This design comes from an exercise in tuning for small area on the open sky130 flow, not from production work. Function was checked by simulation only, so behaviour that the tests miss may differ from the original.

Setup of old:
==> flow/design.v (excerpt) <==
module top_module(
    input wire clk_100MHz,
    input wire rst,
    input wire DOUT,
    input wire tare_button,
    input wire calib_button,
    output wire PD_SCK,
    output wire [7:0] SEG,
    output wire [7:0] AN,
    output wire TX
);
Size: ~2,400 cells after synthesis, ~23 I/O pins, ~22,000 um2 of cells after synthesis.
==> module hx711_data_module, before the edit <==
module hx711_data_module(
    input  wire clk_100MHz,
    input  wire rst,
    input  wire [1:0] phase,
    input  wire DOUT,
    output reg  PD_SCK,
    output wire signed [23:0] RAW_VAL,
    output wire DATA_VALID,
    output reg  RAW_PEND           
);
    parameter CLKS_PER_HALF_CYCLE = 5;
    localparam [1:0] IDLE = 2'b00, READING_BITS = 2'b01, NEXT_CONV = 2'b10, CLEANUP = 2'b11;
    reg [1:0]  state;
    reg [4:0]  bit_index;
    reg [2:0]  counter;
    reg [23:0] read_val;
    reg        pend_bit;
    wire half_done = (counter >= CLKS_PER_HALF_CYCLE);
    wire shift_now = (state == READING_BITS) & PD_SCK & (counter == 3'd1);
    wire apply     = (phase == 2'd0);
    always @(posedge clk_100MHz) begin
        if (rst) begin
            read_val <= 24'b0;
            RAW_PEND <= 1'b0;
        end else if (apply) begin
            RAW_PEND <= 1'b0;
            if (shift_now | RAW_PEND)
                read_val <= {read_val[22:0], shift_now ? DOUT : pend_bit};
        end else if (shift_now) begin
            RAW_PEND <= 1'b1;
        end
        if (shift_now) pend_bit <= DOUT;
    end
    always @(posedge clk_100MHz) begin
        if (rst) begin
            state     <= IDLE;
            bit_index <= 5'd0;
            counter   <= 3'd0;
            PD_SCK    <= 1'b0;
        end else
        case (state)
            IDLE: begin
                bit_index <= 5'd0;
                counter   <= 3'd0;
                PD_SCK    <= 1'b0;
                if (!DOUT) state <= READING_BITS;
            end
            READING_BITS, NEXT_CONV: begin
                counter <= counter + 3'd1;
                if (half_done) begin
                    counter <= 3'd0;
                    PD_SCK  <= ~PD_SCK;
                    if (PD_SCK) begin
                        if (state == NEXT_CONV) state <= CLEANUP;
                        else begin
                            bit_index <= bit_index + 5'd1;
                            if (bit_index == 5'd23) state <= NEXT_CONV;
                        end
                    end
                end
            end
            CLEANUP: begin
                PD_SCK    <= 1'b0;
                counter   <= 3'd0;
                bit_index <= 5'd0;
                state     <= IDLE;
            end
        endcase
    end
    assign RAW_VAL    = read_val;
    assign DATA_VALID = (state == CLEANUP);
endmodule
==> module get_tare_and_calibration, before the edit <==
module get_tare_and_calibration(
    input  wire        clk_100MHz,
    input  wire        rst,
    input  wire        rst_d,           
    input  wire [3:0]  T,
    input  wire        tare_button,
    input  wire        calib_button,
    input  wire        DATA_VALID,
    input  wire signed [23:0] RAW_VAL,
    output reg  signed [23:0] TARE,
    output reg  signed [23:0] CALIBRATE_VAL
);
    wire slow_en = (T == 4'd7);
    wire upd     = (T == 4'd12);
    reg t_dff0, t_dff1, t_dff2;
    reg c_dff0, c_dff1, c_dff2;
    always @(posedge clk_100MHz) begin
        if (rst) begin
            {t_dff0, t_dff1, t_dff2} <= 3'b0;
            {c_dff0, c_dff1, c_dff2} <= 3'b0;
        end else if (slow_en) begin
            {t_dff0, t_dff1, t_dff2} <= {tare_button, t_dff0, t_dff1};
            {c_dff0, c_dff1, c_dff2} <= {calib_button, c_dff0, c_dff1};
        end
    end
    wire tare_pulse  = upd & t_dff1 & ~t_dff2;
    wire calib_pulse = upd & c_dff1 & ~c_dff2;
    reg [2:0] dv_d;
    reg signed [23:0] last_raw_val;
    always @(posedge clk_100MHz) begin
        if (rst) dv_d <= 3'b0;
        else     dv_d <= {dv_d[1:0], DATA_VALID};
        if (dv_d[2] | rst_d) last_raw_val <= RAW_VAL;
    end
    reg [23:0] new_cal;
    reg c;
    integer i;
    always @* begin
        c = 1'b1;
        for (i = 0; i < 24; i = i + 1) begin
            new_cal[i] = last_raw_val[i] ^ ~TARE[i] ^ c;
            c = (last_raw_val[i] & ~TARE[i]) | (c & (last_raw_val[i] ^ ~TARE[i]));
        end
    end
    always @(posedge clk_100MHz) begin
        if (rst) begin
            TARE          <= 24'sd0;
            CALIBRATE_VAL <= 24'sd100000;
        end else begin
            if (tare_pulse) TARE <= last_raw_val;
            if (calib_pulse && new_cal != 24'd0) CALIBRATE_VAL <= new_cal;
        end
    end
endmodule
==> module UARTtx, before the edit <==
module UARTtx(
    input  wire clk_100MHz,
    input  wire rst,
    input  wire rst_d,
    input  wire [2:0] T,
    input  wire raw_pend,
    input  wire [24:0] WEIGHTED,
    output reg  tx
);
    reg        fs;      
    reg [3:0]  pc;      
    reg [1:0]  bc;      
    reg [24:0] sr;      
    reg        fix;
    wire tick      = (T == 3'd0) & ~rst_d;
    wire start_bit = ~fs & (pc == 4'd2);
    wire data_bit  = ~fs & (pc >= 4'd3) & (pc <= 4'd10);
    wire byte_end  = (pc == 4'd12);
    always @(posedge clk_100MHz) begin
        if (rst) begin
            tx  <= 1'b1;
            fs  <= 1'b1;
            fix <= 1'b0;
        end else begin
            if (T == 3'd6) fix <= raw_pend;
            if (tick) begin
                tx <= start_bit ? 1'b0 : data_bit ? sr[0] : 1'b1;
                if (fs | byte_end) fs <= ~fs & (bc == 2'd3);
            end
        end
        if (tick) begin
            pc <= (fs | byte_end) ? 4'd1 : pc + 4'd1;
            if (fs) bc <= 2'd0;
            else if (byte_end) bc <= bc + 2'd1;
        end
        if ((tick && fs) || (~fs && pc == 4'd1 && bc == 2'd0 && T == 3'd4 && fix))
            sr <= WEIGHTED;
        else if (tick && data_bit)
            sr <= {1'b0, sr[24:1]};
    end
endmodule
==> flow/config.mk <==
export PLATFORM = sky130hd
export DESIGN_NAME = top_module
export DESIGN_NICKNAME = top_module
export VERILOG_FILES = /design/flow/design.v
export SDC_FILE = /design/flow/constraint.sdc
export NUM_CORES = 4
export LEC_CHECK = 0
export ABC_AREA = 1
export CAP_MARGIN = 20
export CORE_MARGIN = 2
export CORE_UTILIZATION = 45
export CTS_BUF_LIST = sky130_fd_sc_hd__clkbuf_16
export CTS_CLUSTER_DIAMETER = 100
export CTS_CLUSTER_SIZE = 30
export SLEW_MARGIN = 20
==> flow/constraint.sdc <==
create_clock -name core_clock -period 400.0 [get_ports {clk_100MHz}]
set_input_delay 80.0000 -clock core_clock [delete_from_list [all_inputs] [get_ports {clk_100MHz}]]
set_output_delay 80.0000 -clock core_clock [all_outputs]
set_load 0.01 [all_outputs]
standard.sh (not shown) runs the stock make flow with config.mk's settings and CLKGATE_MAP_FILE= SYNTH_SCRIPT=/design/flow/synth_recipe.tcl, a recipe that flattens the netlist after the stock synthesis.
==> flow/flow/run.sh <==
#!/bin/bash
# Layout flow: the standard synthesis, unchanged; then the combinational
# cells of its netlist are mapped again by ABC with an area-oriented mapper
# (flip-flops, full adders and tie cells are kept as they are, with
# their names); then the standard flow from floorplan to finish.
set -euo pipefail
R=$PWD/orfs/results/$FLOW_PLATFORM/top_module/base
L=$PWD/orfs/logs/$FLOW_PLATFORM/top_module/base
LIB=$FLOW_HOME/platforms/$FLOW_PLATFORM/lib/sky130_fd_sc_hd__tt_025C_1v80.lib
YOSYS=$FLOW_HOME/../tools/install/yosys/bin/yosys
[ -x "$YOSYS" ] || YOSYS=yosys

# 1. standard synthesis (writes 1_2_yosys.v)
bash standard.sh "$R/1_2_yosys.v" > std_synth.log 2>&1
cp "$R/1_2_yosys.v" "$R/1_2_yosys_std.v"

# 2. re-map the combinational logic
KEEP=$(grep -o 'sky130_fd_sc_hd__[a-z0-9_]*' "$R/1_2_yosys_std.v" | sort -u |
       grep -E '__(df|edf|sdf|dl|fa_|conb)' | tr '\n' ' ')
DU=$(grep -o -- '-dont_use [A-Za-z0-9_]*' "$L/1_2_yosys.log" | sort -u | tr '\n' ' ')
sed -e "s#@LIB@#$LIB#g" -e "s#@KEEP@#$KEEP#g" -e "s#@DU@#$DU#g" \
    -e "s#@IN@#$R/1_2_yosys_std.v#g" -e "s#@OUT@#$R/1_2_yosys.v#g" \
    -e "s#@ABC@#$PWD/flow/area.abc#g" flow/remap.ys > remap_run.ys
"$YOSYS" -l remap.log remap_run.ys > /dev/null 2>&1
sed -e "s#@LIB@#$LIB#g" -e "s#@OUT@#$R/1_2_yosys.v#g" flow/stat.ys > stat_run.ys
"$YOSYS" -l remap_stat.log stat_run.ys > /dev/null 2>&1

# 3. standard flow on the re-mapped netlist
bash standard.sh > std_finish.log 2>&1
==> flow/flow/area.abc <==
strash
dch -f
amap
topo
==> flow/flow/remap.ys <==
# cells as their functions, except the ones kept as they are
read_liberty -ignore_miss_func @LIB@
read_verilog @IN@
hierarchy -top top_module
setattr -mod -set keep_hierarchy 1 @KEEP@
flatten top_module
opt_clean top_module
abc -script @ABC@ -liberty @LIB@ @DU@ top_module
opt_clean -purge top_module
hilomap -singleton -hicell sky130_fd_sc_hd__conb_1 HI -locell sky130_fd_sc_hd__conb_1 LO top_module
insbuf -buf sky130_fd_sc_hd__buf_4 A X top_module
opt_clean -purge top_module
select top_module
write_verilog -noattr -nohex -nodec -selected @OUT@
==> flow/flow/stat.ys <==
read_liberty -lib @LIB@
read_verilog @OUT@
hierarchy -top top_module
check -assert
stat -liberty @LIB@
#### Input delta (new over old)
--- a/flow/design.v
+++ b/flow/design.v
@@ -32,12 +32,10 @@
         if (shift_now) pend_bit <= DOUT;
     end
     always @(posedge clk_100MHz) begin
         if (rst) begin
             state     <= IDLE;
-            bit_index <= 5'd0;
-            counter   <= 3'd0;
             PD_SCK    <= 1'b0;
         end else
         case (state)
             IDLE: begin
                 bit_index <= 5'd0;
@@ -98,12 +96,11 @@
     wire tare_pulse  = upd & t_dff1 & ~t_dff2;
     wire calib_pulse = upd & c_dff1 & ~c_dff2;
     reg [2:0] dv_d;
     reg signed [23:0] last_raw_val;
     always @(posedge clk_100MHz) begin
-        if (rst) dv_d <= 3'b0;
-        else     dv_d <= {dv_d[1:0], DATA_VALID};
+        dv_d <= {dv_d[1:0], DATA_VALID};
         if (dv_d[2] | rst_d) last_raw_val <= RAW_VAL;
     end
     reg [23:0] new_cal;
     reg c;
     integer i;
@@ -317,16 +314,15 @@
     wire tick      = (T == 3'd0) & ~rst_d;
     wire start_bit = ~fs & (pc == 4'd2);
     wire data_bit  = ~fs & (pc >= 4'd3) & (pc <= 4'd10);
     wire byte_end  = (pc == 4'd12);
     always @(posedge clk_100MHz) begin
+        if (T == 3'd6) fix <= raw_pend;    
         if (rst) begin
             tx  <= 1'b1;
             fs  <= 1'b1;
-            fix <= 1'b0;
         end else begin
-            if (T == 3'd6) fix <= raw_pend;
             if (tick) begin
                 tx <= start_bit ? 1'b0 : data_bit ? sr[0] : 1'b1;
                 if (fs | byte_end) fs <= ~fs & (bc == 2'd3);
             end
         end
[summary]
Comparing old and new, minimum setup slack after placement is higher on new.
As of new, non-clock buffer count had risen slightly compared to old.
Comparing old and new, the higher number of antenna violations at the first check in global routing is on new.
Clock slew seen by the registers of the worst setup and hold paths of old is on par with new.
Summary — worst setup slack after layout, new relative to old: higher, by 0.53 ns.
The wire length on met3 in new sits 28% above the value recorded for old.
Diff old -> new: final-layout clock buffer total shrank by 1, area added between synthesis and finish held steady.

[separate check: timing with driven ports]
The results above use ideal ports. As a check the final layouts listed here were re-extracted and re-timed, cells and wires unchanged.
Step 1 (the two cells are an assumption about what drives the block):
set clk [get_ports {clk_100MHz}]
set_driving_cell -lib_cell sky130_fd_sc_hd__clkbuf_16 $clk
set_driving_cell -lib_cell sky130_fd_sc_hd__buf_2 [delete_from_list [all_inputs] $clk]
Step 2, shift: input delay + t, output delay - t, t = (earliest + latest rising clock arrival at the registers) / 2. This alone moves slack from input paths to output paths.
a / b / c = ideal ports / drivers / drivers and shift; a / b = the first two.
run	shift t [ns]	setup slack, ns	worst setup path after step 2	latest minus earliest clock arrival (ns)
old	0.586	239.208 / 239.208 / 239.208	register to register	0.039 / 0.040
new	0.559	239.737 / 239.737 / 239.737	register to register	0.040 / 0.039
After both steps setup and hold are still met in every run listed.
